Background: an optimization exercise with open tools, aiming at small area. Do not read the settings as production practice.
Only simulation tests tie the RTL to the original design; equivalence was not proved.
Power figures rest on the tool's default switching activity, not on a simulated workload.

==> run Z <==
==> flow/design.v <==
`timescale 1ns / 1ps
module vga_game(
    input clk, reset, higher_btn, lower_btn, confirm_btn,
    output [2:0] rgb_led, state,
    output o_hsync, o_vsync,
    output [3:0] o_red, o_green, o_blue,
    output [7:0] counter
    );
    function lfsr_fb(input [7:0] v);
        lfsr_fb = v[0] ^ v[2] ^ v[3] ^ v[4];
    endfunction
    reg [2:0] qh, ql;
    always @(posedge clk) begin
        qh <= {qh[1:0], higher_btn};
        ql <= {ql[1:0], lower_btn};
    end
    wire hp = qh[1] & qh[0] & ~qh[2];
    wire lp = ql[1] & ql[0] & ~ql[2];
    reg [2:0] s;
    reg [7:0] lfsr, rnum, cnt;
    reg [1:0] ds;
    wire over_d = ds[1] & ds[0];
    wire play_d = ds[1] & ~ds[0];
    wire st_idle  = (s == 3'b000);
    wire st_guess = (s == 3'b001);
    wire st_get   = (s[1:0] == 2'b10);
    wire st_check = (s[1:0] == 2'b11);
    wire st_res   = (s == 3'b100);
    wire right = s[2] ^ lfsr_fb(rnum);
    wire rng_en = st_idle | st_res | (st_guess & (hp | lp));
    always @(posedge clk) begin
        if (reset) s <= 3'b000;
        else if (st_idle | st_res) s <= confirm_btn ? 3'b001 : s;
        else if (st_guess) s <= hp ? 3'b010 : lp ? 3'b110 : 3'b001;
        else if (st_get) s <= {s[2], 2'b11};
        else if (st_check) s <= right ? 3'b001 : 3'b100;
        else s <= 3'b000;
        if (reset) lfsr <= 8'd1;
        else if (rng_en) lfsr <= {lfsr_fb(lfsr), lfsr[7:1]};
        if (st_idle) rnum <= 8'd0;
        else if (st_guess) rnum <= lfsr;
        else if (st_res & ~over_d) rnum <= {lfsr_fb(rnum), rnum[7:1]};
        if (st_idle) cnt <= 8'd0;
        else if (st_check & right) cnt <= cnt + 8'd1;
        if (reset) ds <= 2'b00;
        else ds <= st_idle ? 2'b01 : (st_res | s == 3'b101) ? 2'b11 : 2'b10;
    end
    assign state = {s[2] & ~s[1], s[1:0]};
    assign counter = cnt;
    assign rgb_led = {ds[1], play_d, ds[1] ^ ds[0]};
    reg [11:0] hc;
    wire [9:0] h = hc[11:2];
    reg [2:0] vr;
    reg [6:0] vq;
    wire hwrap = (hc == 12'd3199);
    wire vr_wrap = (vr == 3'd4);
    always @(posedge clk) begin
        if (reset) hc <= 12'd3;
        else if (hwrap) hc <= 12'd0;
        else hc <= hc + 12'd1;
        if (reset) vr <= 3'd0;
        else if (hwrap) vr <= vr_wrap ? 3'd0 : vr + 3'd1;
        if (reset) vq <= 7'd0;
        else if (hwrap & vr_wrap) vq <= (vq == 7'd104) ? 7'd0 : vq + 7'd1;
    end
    assign o_hsync = ~((h >= (657)) && (h <= (751)));
    assign o_vsync = ~(vq == (491) / 5 && vr == (491) % 5);
    wire vtop = (((vq > (60) / 5) || (vq == (60) / 5 && vr >= (60) % 5)) && ((vq < (140) / 5) || (vq == (140) / 5 && vr <= (140) % 5)));
    wire vctr = (((vq > (185) / 5) || (vq == (185) / 5 && vr >= (185) % 5)) && ((vq < (265) / 5) || (vq == (265) / 5 && vr <= (265) % 5)));
    wire t0 = ((h >= (109)) && (h <= (131)));
    wire t1 = ((h >= (139)) && (h <= (161)));
    wire t2 = ((h >= (169)) && (h <= (191)));
    wire c0 = ((h >= (249)) && (h <= (291)));
    wire c1 = ((h >= (299)) && (h <= (341)));
    wire c2 = ((h >= (349)) && (h <= (391)));
    wire num_en = (vtop & (t0 | t1 | t2)) | (vctr & (c0 | c1 | c2));
    wire [7:0] num = vtop ? cnt : rnum;
    function [3:0] add3(input [3:0] x);    
        add3 = {x[3] | (x[2] & x[1]) | (x[2] & x[0]),
                (x[3] & x[0]) | (x[2] & ~x[1] & ~x[0]),
                (x[3] & ~x[0]) | (~x[2] & x[1]) | (x[1] & x[0]),
                (x[3] & ~x[0]) | (~x[3] & ~x[2] & x[0]) | (x[2] & x[1] & ~x[0])};
    endfunction
    wire [3:0] a1 = add3({1'b0, num[7:5]});
    wire [3:0] a2 = add3({a1[2:0], num[4]});
    wire [3:0] a3 = add3({a2[2:0], num[3]});
    wire [3:0] a4 = add3({a3[2:0], num[2]});
    wire [3:0] a5 = add3({a4[2:0], num[1]});
    wire [3:0] b1 = add3({1'b0, a1[3], a2[3], a3[3]});
    wire [3:0] b2 = add3({b1[2:0], a4[3]});
    wire [3:0] d_hun = {2'b00, b1[3], b2[3]};
    wire [3:0] d_ten = {b2[2:0], a5[3]};
    wire [3:0] d_one = {a5[2:0], num[0]};
    wire [3:0] dig = (t0 | c0) ? d_hun : (t1 | c1) ? d_ten : d_one;
    wire hs = vtop ? ((h == (110)) || (h == (140)) || (h == (170)))
                   : ((h == (250)) || (h == (300)) || (h == (350)));
    wire he = vtop ? ((h == (130)) || (h == (160)) || (h == (190)))
                   : ((h == (290)) || (h == (340)) || (h == (390)));
    wire hin = vtop ? (((h >= (110)) && (h <= (130))) || ((h >= (140)) && (h <= (160))) || ((h >= (170)) && (h <= (190))))
                    : (((h >= (250)) && (h <= (290))) || ((h >= (300)) && (h <= (340))) || ((h >= (350)) && (h <= (390))));
    wire vs = ((vq == (60) / 5 && vr == (60) % 5)) || ((vq == (185) / 5 && vr == (185) % 5));
    wire vm = ((vq == (100) / 5 && vr == (100) % 5)) || ((vq == (225) / 5 && vr == (225) % 5));
    wire ve = ((vq == (140) / 5 && vr == (140) % 5)) || ((vq == (265) / 5 && vr == (265) % 5));
    wire vu = vtop ? (((vq < (100) / 5) || (vq == (100) / 5 && vr <= (100) % 5))) : (((vq < (225) / 5) || (vq == (225) / 5 && vr <= (225) % 5)));
    wire vl = vtop ? (((vq > (100) / 5) || (vq == (100) / 5 && vr >= (100) % 5))) : (((vq > (225) / 5) || (vq == (225) / 5 && vr >= (225) % 5)));
    reg sg_t, sg_m, sg_b, sg_lu, sg_ll, sg_ru, sg_rl;
    always @(*) begin
        case (dig)
            4'd0: {sg_t, sg_m, sg_b, sg_lu, sg_ll, sg_ru, sg_rl} = 7'b1011111;
            4'd1: {sg_t, sg_m, sg_b, sg_lu, sg_ll, sg_ru, sg_rl} = 7'b0000011;
            4'd2: {sg_t, sg_m, sg_b, sg_lu, sg_ll, sg_ru, sg_rl} = 7'b1110110;
            4'd3: {sg_t, sg_m, sg_b, sg_lu, sg_ll, sg_ru, sg_rl} = 7'b1110011;
            4'd4: {sg_t, sg_m, sg_b, sg_lu, sg_ll, sg_ru, sg_rl} = 7'b0101011;
            4'd5: {sg_t, sg_m, sg_b, sg_lu, sg_ll, sg_ru, sg_rl} = 7'b1111001;
            4'd6: {sg_t, sg_m, sg_b, sg_lu, sg_ll, sg_ru, sg_rl} = 7'b1111101;
            4'd7: {sg_t, sg_m, sg_b, sg_lu, sg_ll, sg_ru, sg_rl} = 7'b1000011;
            4'd8: {sg_t, sg_m, sg_b, sg_lu, sg_ll, sg_ru, sg_rl} = 7'b1111111;
            4'd9: {sg_t, sg_m, sg_b, sg_lu, sg_ll, sg_ru, sg_rl} = 7'b1101011;
            default: {sg_t, sg_m, sg_b, sg_lu, sg_ll, sg_ru, sg_rl} = 7'b0000000;
        endcase
    end
    wire black = (sg_t & vs & hin) | (sg_m & vm & hin) | (sg_b & ve & hin) |
                 (sg_lu & hs & vu) | (sg_ll & hs & vl) | (sg_ru & he & vu) | (sg_rl & he & vl);
    reg gl;
    always @(posedge clk) gl <= ~(num_en & black);
    localparam [2:0] C_BLACK = 3'b000, C_WHITE = 3'b111, C_RED = 3'b100,
                     C_GREEN = 3'b010, C_BLUE = 3'b001, C_PURPLE = 3'b011;
    reg [2:0] col, ncol;
    always @(posedge clk) col <= ncol;
    wire box1 = ((h >= (100)) && (h <= (200)) && ((vq > (50) / 5) || (vq == (50) / 5 && vr >= (50) % 5)) && ((vq < (150) / 5) || (vq == (150) / 5 && vr <= (150) % 5)));
    wire box2 = ((h >= (220)) && (h <= (420)) && ((vq > (175) / 5) || (vq == (175) / 5 && vr >= (175) % 5)) && ((vq < (275) / 5) || (vq == (275) / 5 && vr <= (275) % 5)));
    wire vbtn = (((vq > (300) / 5) || (vq == (300) / 5 && vr >= (300) % 5)) && ((vq < (400) / 5) || (vq == (400) / 5 && vr <= (400) % 5)));
    wire boxc = ((h >= (270)) && (h <= (370))) && vbtn;
    wire boxh = ((h >= (120)) && (h <= (220))) && vbtn;
    wire boxl = ((h >= (420)) && (h <= (520))) && vbtn;
    always @(*) begin
        if (!(h < 10'd640 && vq < 7'd96))
            ncol = C_BLACK;
        else if (box1) begin
            if ((h == (100)) || (h == (200)) || (vq == (50) / 5 && vr == (50) % 5) || (vq == (150) / 5 && vr == (150) % 5)) ncol = C_BLACK;
            else if (num_en) ncol = gl ? C_WHITE : C_BLACK;
            else ncol = C_WHITE;
        end else if (box2) begin
            if ((h == (220)) || (h == (420)) || (vq == (175) / 5 && vr == (175) % 5) || (vq == (275) / 5 && vr == (275) % 5)) ncol = C_BLACK;
            else if (num_en) ncol = gl ? C_WHITE : C_BLACK;
            else ncol = C_WHITE;
        end else if (!play_d) begin
            if (boxc) begin
                if ((h == (270)) || (h == (370)) || (vq == (300) / 5 && vr == (300) % 5) || (vq == (400) / 5 && vr == (400) % 5)) ncol = C_BLACK;
                else if ((h >= (290)) && (h <= (350)) && ((vq > (320) / 5) || (vq == (320) / 5 && vr >= (320) % 5)) && ((vq < (380) / 5) || (vq == (380) / 5 && vr <= (380) % 5)) &&
                         ((vq == (320) / 5 && vr == (320) % 5) || (vq == (380) / 5 && vr == (380) % 5) || (h == (290)))) ncol = C_GREEN;
                else ncol = C_WHITE;
            end else
                ncol = over_d ? C_RED : C_WHITE;
        end else begin
            if (boxh) begin
                if ((h == (120)) || (h == (220)) || (vq == (300) / 5 && vr == (300) % 5) || (vq == (400) / 5 && vr == (400) % 5)) ncol = C_BLACK;
                else if ((h >= (140)) && (h <= (200)) && ((vq > (320) / 5) || (vq == (320) / 5 && vr >= (320) % 5)) && ((vq < (380) / 5) || (vq == (380) / 5 && vr <= (380) % 5)) &&
                         ((vq == (350) / 5 && vr == (350) % 5) || (h == (140)) || (h == (200)))) ncol = C_BLUE;
                else ncol = C_WHITE;
            end else if (boxl) begin
                if ((h == (420)) || (h == (520)) || (vq == (300) / 5 && vr == (300) % 5) || (vq == (400) / 5 && vr == (400) % 5)) ncol = C_BLACK;
                else if ((h >= (440)) && (h <= (500)) && ((vq > (320) / 5) || (vq == (320) / 5 && vr >= (320) % 5)) && ((vq < (380) / 5) || (vq == (380) / 5 && vr <= (380) % 5)) &&
                         (((vq == (380) / 5 && vr == (380) % 5) && (h <= (470))) || (h == (440)))) ncol = C_BLUE;
                else ncol = C_WHITE;
            end else
                ncol = C_PURPLE;
        end
    end
    wire x = col[2], y = col[1], z = col[0];
    wire r_full = x, r_any = x | (y & z);
    wire g_full = y & (x | ~z), g_any = y;
    wire b_full = z & (x | ~y), b_any = z;
    assign o_red   = {r_any, r_full, r_any, r_full};         
    assign o_green = {g_full, g_full, g_any, g_full};        
    assign o_blue  = {b_any, b_any, b_any, b_full};          
endmodule
==> flow/flow/run.sh <==
#!/bin/bash
# Layout: the standard flow, with an area-oriented ABC script, unit-size port buffers and a
# clock tree of small buffers without dummy loads.
set -euo pipefail
W=$PWD
F=$W/flow
export BUFFER_PORTS_ARGS="-buffer_cell sky130_fd_sc_hd__buf_1"
export CTS_ARGS="-sink_clustering_enable -repair_clock_nets -dont_use_dummy_load -buf_list {sky130_fd_sc_hd__clkbuf_4}"
bash standard.sh SYNTH_SCRIPT=$F/synth.tcl finish > $W/standard.log 2>&1
==> flow/flow/abc_area.script <==
strash
&get -n
&fraig -x
&put
scorr
dc2
strash
&get -n
&deepsyn -I 4 -T 100 -S 7
&put
dch
amap
topo
==> flow/flow/synth.tcl <==
# Standard synthesis (synth_recipe.tcl), with an area-oriented ABC script in place of ORFS's.
set flow_dir [file dirname [file normalize [info script]]]
proc abc {args} {
  global flow_dir
  set i [lsearch $args -script]
  if {$i >= 0} { lset args [expr {$i + 1}] [file join $flow_dir abc_area.script] }
  yosys abc {*}$args
}
source [file join [file dirname $flow_dir] synth_recipe.tcl]
==> flow/standard.sh <==
#!/bin/bash
# synth_recipe.tcl (not shown) runs the flow's synth.tcl, then flattens the netlist and writes it again
# the make line also repeats each setting of config.mk as NAME=value (left out here)
make -C /OpenROAD-flow-scripts/flow DESIGN_CONFIG=/design/flow/config.mk WORK_HOME=/design/flow/orfs CLKGATE_MAP_FILE= SYNTH_SCRIPT=/design/flow/synth_recipe.tcl "${@:-finish}"
==> flow/config.mk <==
export PLATFORM = sky130hd
export DESIGN_NAME = vga_game
export DESIGN_NICKNAME = vga_game
export VERILOG_FILES = /design/flow/design.v
export SDC_FILE = /design/flow/constraint.sdc
export NUM_CORES = 4
export LEC_CHECK = 0
export ABC_AREA = 1
export CAP_MARGIN = 20
export CORE_MARGIN = 2
export CORE_UTILIZATION = 70
export PLACE_DENSITY = 0.8
export SLEW_MARGIN = 20
==> flow/constraint.sdc <==
create_clock -name core_clock -period 10.0 [get_ports {clk}]
set_input_delay 2.0000 -clock core_clock [delete_from_list [all_inputs] [get_ports {clk}]]
set_output_delay 2.0000 -clock core_clock [all_outputs]
set_load 0.01 [all_outputs]
==> inputs of run P, as changes to run Z <==
==> flow/design.v, changed modules only <==
module vga_game(
    input clk, reset, higher_btn, lower_btn, confirm_btn,
    output [2:0] rgb_led, state,
    output o_hsync, o_vsync,
    output [3:0] o_red, o_green, o_blue,
    output [7:0] counter
    );
    function lfsr_fb(input [7:0] v);
        lfsr_fb = v[0] ^ v[2] ^ v[3] ^ v[4];
    endfunction
    reg [2:0] qh, ql;
    always @(posedge clk) begin
        qh <= {qh[1:0], higher_btn};
        ql <= {ql[1:0], lower_btn};
    end
    wire hp = qh[1] & qh[0] & ~qh[2];
    wire lp = ql[1] & ql[0] & ~ql[2];
    reg s2;
    reg [1:0] s10;
    wire [2:0] s = {s2, s10};
    reg f;
    reg [7:0] lfsr, rnum, cnt;
    wire st_idle  = (s == 3'b000);
    wire st_guess = (s[1:0] == 2'b01);
    wire st_get   = (s[1:0] == 2'b10);
    wire st_check = (s[1:0] == 2'b11);
    wire st_res   = (s == 3'b100);
    wire idle_d = (s[2:1] == 2'b00) & ~(s[0] & f);     
    wire over_d = (s == 3'b101) | (st_res & f);         
    wire play_d = ~idle_d & ~over_d;
    wire rst_d  = st_idle & ~f;                         
    wire right = s[2] ^ lfsr_fb(rnum);
    wire rng_en = st_idle | st_res | (st_guess & (hp | lp));
    always @(posedge clk) begin
        if (reset) s10 <= 2'b00;
        else if (st_idle | st_res) s10 <= {1'b0, confirm_btn};
        else if (st_guess) s10 <= (hp | lp) ? 2'b10 : 2'b01;
        else if (st_get) s10 <= 2'b11;
        else s10 <= right ? 2'b01 : 2'b00;
        s2 <= ~reset & (st_res | (st_guess & lp & ~hp) | (st_get & s2) | (st_check & ~right));
        f <= ~reset & ~(st_idle & confirm_btn) & ~(st_check & ~right);
        if (reset) lfsr <= 8'd1;
        else if (rng_en) lfsr <= {lfsr_fb(lfsr), lfsr[7:1]};
        if (st_idle) rnum <= 8'd0;
        else if (st_guess) rnum <= lfsr;
        else if (st_res & ~f) rnum <= {lfsr_fb(rnum), rnum[7:1]};
        if (st_idle) cnt <= 8'd0;
        else if (st_check & right) cnt <= cnt + 8'd1;
    end
    assign state = {s[2] & ~s[1] & ~s[0], s[1:0]};
    assign counter = cnt;
    assign rgb_led = {~idle_d, play_d, play_d | (idle_d & ~rst_d)};
    reg [11:0] hc;
    wire [9:0] h = hc[11:2];
    reg [2:0] vr;
    reg [6:0] vq;
    wire hwrap = hc[11] & hc[10] & (&hc[6:0]);       
    wire vr_wrap = vr[2];                             
    always @(posedge clk) begin
        if (reset) hc <= 12'd3;
        else if (hwrap) hc <= 12'd0;
        else hc <= hc + 12'd1;
        if (reset) vr <= 3'd0;
        else if (hwrap) vr <= vr_wrap ? 3'd0 : vr + 3'd1;
        if (reset) vq <= 7'd0;
        else if (hwrap & vr_wrap) vq <= (vq[6] & vq[5] & vq[3]) ? 7'd0 : vq + 7'd1;    
    end
    assign o_hsync = ~((h >= (657)) && (h <= (751)));
    assign o_vsync = ~(vq == (491) / 5 && vr == (491) % 5);
    wire vtop = (((vq > (60) / 5) || (vq == (60) / 5 && vr >= (60) % 5)) && ((vq < (140) / 5) || (vq == (140) / 5 && vr <= (140) % 5)));
    wire vctr = (((vq > (185) / 5) || (vq == (185) / 5 && vr >= (185) % 5)) && ((vq < (265) / 5) || (vq == (265) / 5 && vr <= (265) % 5)));
    wire t0 = ((h >= (109)) && (h <= (131)));
    wire t1 = ((h >= (139)) && (h <= (161)));
    wire t2 = ((h >= (169)) && (h <= (191)));
    wire c0 = ((h >= (249)) && (h <= (291)));
    wire c1 = ((h >= (299)) && (h <= (341)));
    wire c2 = ((h >= (349)) && (h <= (391)));
    wire num_en = (vtop & (t0 | t1 | t2)) | (vctr & (c0 | c1 | c2));
    wire [7:0] num = vtop ? cnt : rnum;
    function [3:0] add3(input [3:0] x);    
        add3 = {x[3] | (x[2] & x[1]) | (x[2] & x[0]),
                (x[3] & x[0]) | (x[2] & ~x[1] & ~x[0]),
                (x[3] & ~x[0]) | (~x[2] & x[1]) | (x[1] & x[0]),
                (x[3] & ~x[0]) | (~x[3] & ~x[2] & x[0]) | (x[2] & x[1] & ~x[0])};
    endfunction
    wire [3:0] a1 = add3({1'b0, num[7:5]});
    wire [3:0] a2 = add3({a1[2:0], num[4]});
    wire [3:0] a3 = add3({a2[2:0], num[3]});
    wire [3:0] a4 = add3({a3[2:0], num[2]});
    wire [3:0] a5 = add3({a4[2:0], num[1]});
    wire [3:0] b1 = add3({1'b0, a1[3], a2[3], a3[3]});
    wire [3:0] b2 = add3({b1[2:0], a4[3]});
    wire [3:0] d_hun = {2'b00, b1[3], b2[3]};
    wire [3:0] d_ten = {b2[2:0], a5[3]};
    wire [3:0] d_one = {a5[2:0], num[0]};
    wire hx1 = (h >= 10'd136), hx2 = (h >= 10'd168), hx3 = (h >= 10'd192),
         hx4 = (h >= 10'd296), hx5 = (h >= 10'd344);
    wire sel_hun = ~hx1 | (hx3 & ~hx4);
    wire sel_ten = (hx1 & ~hx2) | (hx4 & ~hx5);
    wire [3:0] dig = sel_hun ? d_hun : sel_ten ? d_ten : d_one;
    wire hs = (h == (110)) || (h == (140)) || (h == (170)) || (h == (250)) || (h == (300)) || (h == (350));
    wire he = (h == (130)) || (h == (160)) || (h == (190)) || (h == (290)) || (h == (340)) || (h == (390));
    wire hin = ((h >= (110)) && (h <= (130))) || ((h >= (140)) && (h <= (160))) || ((h >= (170)) && (h <= (190))) ||
               ((h >= (250)) && (h <= (290))) || ((h >= (300)) && (h <= (340))) || ((h >= (350)) && (h <= (390)));
    wire vs = ((vq == (60) / 5 && vr == (60) % 5)) || ((vq == (185) / 5 && vr == (185) % 5));
    wire vm = ((vq == (100) / 5 && vr == (100) % 5)) || ((vq == (225) / 5 && vr == (225) % 5));
    wire ve = ((vq == (140) / 5 && vr == (140) % 5)) || ((vq == (265) / 5 && vr == (265) % 5));
    wire vu = vtop ? (((vq < (100) / 5) || (vq == (100) / 5 && vr <= (100) % 5))) : (((vq < (225) / 5) || (vq == (225) / 5 && vr <= (225) % 5)));
    wire vl = vtop ? (((vq > (100) / 5) || (vq == (100) / 5 && vr >= (100) % 5))) : (((vq > (225) / 5) || (vq == (225) / 5 && vr >= (225) % 5)));
    wire d3 = dig[3], d2 = dig[2], d1 = dig[1], d0 = dig[0];
    wire sg_t  = d3 | d1 | ~(d2 ^ d0);
    wire sg_m  = d3 | (d2 & ~(d1 & d0)) | (~d2 & d1);
    wire sg_b  = (~d2 & ~d0) | (d1 & ~d0) | (~d2 & d1) | (d2 & ~d1 & d0);
    wire sg_lu = d3 | (~d1 & ~d0) | (d2 & ~d1) | (d2 & ~d0);
    wire sg_ll = ~d0 & (~d2 | d1);
    wire sg_ru = ~d2 | ~(d1 ^ d0);
    wire sg_rl = d2 | ~d1 | d0;
    wire black = (sg_t & vs & hin) | (sg_m & vm & hin) | (sg_b & ve & hin) |
                 (sg_lu & hs & vu) | (sg_ll & hs & vl) | (sg_ru & he & vu) | (sg_rl & he & vl);
    reg gl;
    always @(posedge clk) gl <= ~(num_en & black);
    localparam [2:0] C_BLACK = 3'd0, C_WHITE = 3'd4, C_RED = 3'd3, C_GREEN = 3'd7, C_BLUE = 3'd2, C_PURPLE = 3'd6;
    reg [2:0] col, ncol;
    always @(posedge clk) col <= ncol;
    wire box1 = ((h >= (100)) && (h <= (200)) && ((vq > (50) / 5) || (vq == (50) / 5 && vr >= (50) % 5)) && ((vq < (150) / 5) || (vq == (150) / 5 && vr <= (150) % 5)));
    wire box2 = ((h >= (220)) && (h <= (420)) && ((vq > (175) / 5) || (vq == (175) / 5 && vr >= (175) % 5)) && ((vq < (275) / 5) || (vq == (275) / 5 && vr <= (275) % 5)));
    wire vbtn = (((vq > (300) / 5) || (vq == (300) / 5 && vr >= (300) % 5)) && ((vq < (400) / 5) || (vq == (400) / 5 && vr <= (400) % 5)));
    wire boxc = ((h >= (270)) && (h <= (370))) && vbtn;
    wire boxh = ((h >= (120)) && (h <= (220))) && vbtn;
    wire boxl = ((h >= (420)) && (h <= (520))) && vbtn;
    always @(*) begin
        if (!(h < 10'd640 && vq < 7'd96))
            ncol = C_BLACK;
        else if (box1) begin
            if ((h == (100)) || (h == (200)) || (vq == (50) / 5 && vr == (50) % 5) || (vq == (150) / 5 && vr == (150) % 5)) ncol = C_BLACK;
            else if (num_en) ncol = gl ? C_WHITE : C_BLACK;
            else ncol = C_WHITE;
        end else if (box2) begin
            if ((h == (220)) || (h == (420)) || (vq == (175) / 5 && vr == (175) % 5) || (vq == (275) / 5 && vr == (275) % 5)) ncol = C_BLACK;
            else if (num_en) ncol = gl ? C_WHITE : C_BLACK;
            else ncol = C_WHITE;
        end else if (!play_d) begin
            if (boxc) begin
                if ((h == (270)) || (h == (370)) || (vq == (300) / 5 && vr == (300) % 5) || (vq == (400) / 5 && vr == (400) % 5)) ncol = C_BLACK;
                else if ((h >= (290)) && (h <= (350)) && ((vq > (320) / 5) || (vq == (320) / 5 && vr >= (320) % 5)) && ((vq < (380) / 5) || (vq == (380) / 5 && vr <= (380) % 5)) &&
                         ((vq == (320) / 5 && vr == (320) % 5) || (vq == (380) / 5 && vr == (380) % 5) || (h == (290)))) ncol = C_GREEN;
                else ncol = C_WHITE;
            end else
                ncol = over_d ? C_RED : C_WHITE;
        end else begin
            if (boxh) begin
                if ((h == (120)) || (h == (220)) || (vq == (300) / 5 && vr == (300) % 5) || (vq == (400) / 5 && vr == (400) % 5)) ncol = C_BLACK;
                else if ((h >= (140)) && (h <= (200)) && ((vq > (320) / 5) || (vq == (320) / 5 && vr >= (320) % 5)) && ((vq < (380) / 5) || (vq == (380) / 5 && vr <= (380) % 5)) &&
                         ((vq == (350) / 5 && vr == (350) % 5) || (h == (140)) || (h == (200)))) ncol = C_BLUE;
                else ncol = C_WHITE;
            end else if (boxl) begin
                if ((h == (420)) || (h == (520)) || (vq == (300) / 5 && vr == (300) % 5) || (vq == (400) / 5 && vr == (400) % 5)) ncol = C_BLACK;
                else if ((h >= (440)) && (h <= (500)) && ((vq > (320) / 5) || (vq == (320) / 5 && vr >= (320) % 5)) && ((vq < (380) / 5) || (vq == (380) / 5 && vr <= (380) % 5)) &&
                         (((vq == (380) / 5 && vr == (380) % 5) && (h <= (470))) || (h == (440)))) ncol = C_BLUE;
                else ncol = C_WHITE;
            end else
                ncol = C_PURPLE;
        end
    end
    reg [11:0] orgb;
    always @(*) begin
        case (col)
            3'd0: orgb = {4'd0, 4'd0, 4'd0};
            3'd4: orgb = {4'd15, 4'd15, 4'd15};
            3'd3: orgb = {4'd15, 4'd0, 4'd0};
            3'd7: orgb = {4'd0, 4'd15, 4'd0};
            3'd2: orgb = {4'd0, 4'd0, 4'd15};
            3'd6: orgb = {4'd10, 4'd2, 4'd14};
            default: orgb = 12'd0;
        endcase
    end
    assign {o_red, o_green, o_blue} = orgb;
endmodule
==> flow/flow/run.sh (replaced) <==
#!/bin/bash
# Layout: the standard flow, with an area-oriented ABC script, unit-size port buffers and a
# clock tree of small buffers without dummy loads. Adders are left to ABC (no ORFS adder map).
set -euo pipefail
W=$PWD
F=$W/flow
export BUFFER_PORTS_ARGS="-buffer_cell sky130_fd_sc_hd__buf_1"
export CTS_ARGS="-sink_clustering_enable -repair_clock_nets -dont_use_dummy_load -buf_list {sky130_fd_sc_hd__clkbuf_4}"
bash standard.sh SYNTH_SCRIPT=$F/synth.tcl ADDER_MAP_FILE= finish > $W/standard.log 2>&1
==> flow/flow/abc_area.script (replaced) <==
strash
&get -n
&fraig -x
&put
scorr
dc2
strash
&get -n
&deepsyn -I 4 -T 100 -S 1
&put
dch -f
amap
topo
==> inputs of run R, as changes to run Z <==
==> flow/flow/run.sh (replaced) <==
#!/bin/bash
# Layout: the standard flow, with an area-oriented ABC script, unit-size port buffers and a
# clock tree of small buffers without dummy loads.
set -euo pipefail
W=$PWD
F=$W/flow
export BUFFER_PORTS_ARGS="-buffer_cell sky130_fd_sc_hd__buf_1"
export CTS_ARGS="-sink_clustering_enable -repair_clock_nets -dont_use_dummy_load -buf_list {sky130_fd_sc_hd__clkbuf_4 sky130_fd_sc_hd__clkbuf_8}"
bash standard.sh SYNTH_SCRIPT=$F/synth.tcl finish > $W/standard.log 2>&1
==> run summary <==
Run R went through all stages and came out clean. Run P completed with no timing, DRC or antenna violations. Run Z went through all stages and came out clean.
Against run P, the combinational power of run Z is lower by about 60%.
Synthesized cell count is the same in run Z and run R.
Against run P, the sequential cell count of run Z is higher by 1.
Against run P, the synthesized area of run Z is higher by 14%.
Count of clock-buffer cells in the layout is the same in run Z and run P.

[separate check: timing with driven ports]
How much do the figures lean on ideal ports? The routed layouts below were timed once more, with nothing changed but the port constraints.
Step 1 (the two cells are an assumption about what drives the block):
set clk [get_ports {clk}]
set_driving_cell -lib_cell sky130_fd_sc_hd__clkbuf_16 $clk
set_driving_cell -lib_cell sky130_fd_sc_hd__buf_2 [delete_from_list [all_inputs] $clk]
Step 2 moves the port delays by t, midway between the first and last clock arrival at a register: inputs arrive t later, outputs are due t later. That takes back most of the time a late clock gives input paths.
a / b / c = ideal ports / drivers / drivers and shift; a / b = the first two.
| run | t (ns) | slack for setup (ns) | worst setup path after step 2 | latest minus earliest clock arrival (ns) | slew at the worst register clock pin (ns) |
|---|---|---|---|---|---|
| run Z | 0.435 | 3.178 / 3.178 / 3.178 | register to register | 0.035 / 0.036 | 0.11 / 0.11 |
| run P | 0.444 | 4.019 / 4.019 / 4.019 | register to register | 0.039 / 0.039 | 0.11 / 0.11 |
| run R | 0.357 | 3.186 / 3.186 / 3.186 | register to register | 0.019 / 0.019 | 0.07 / 0.07 |
After both steps every run listed still meets setup and hold.
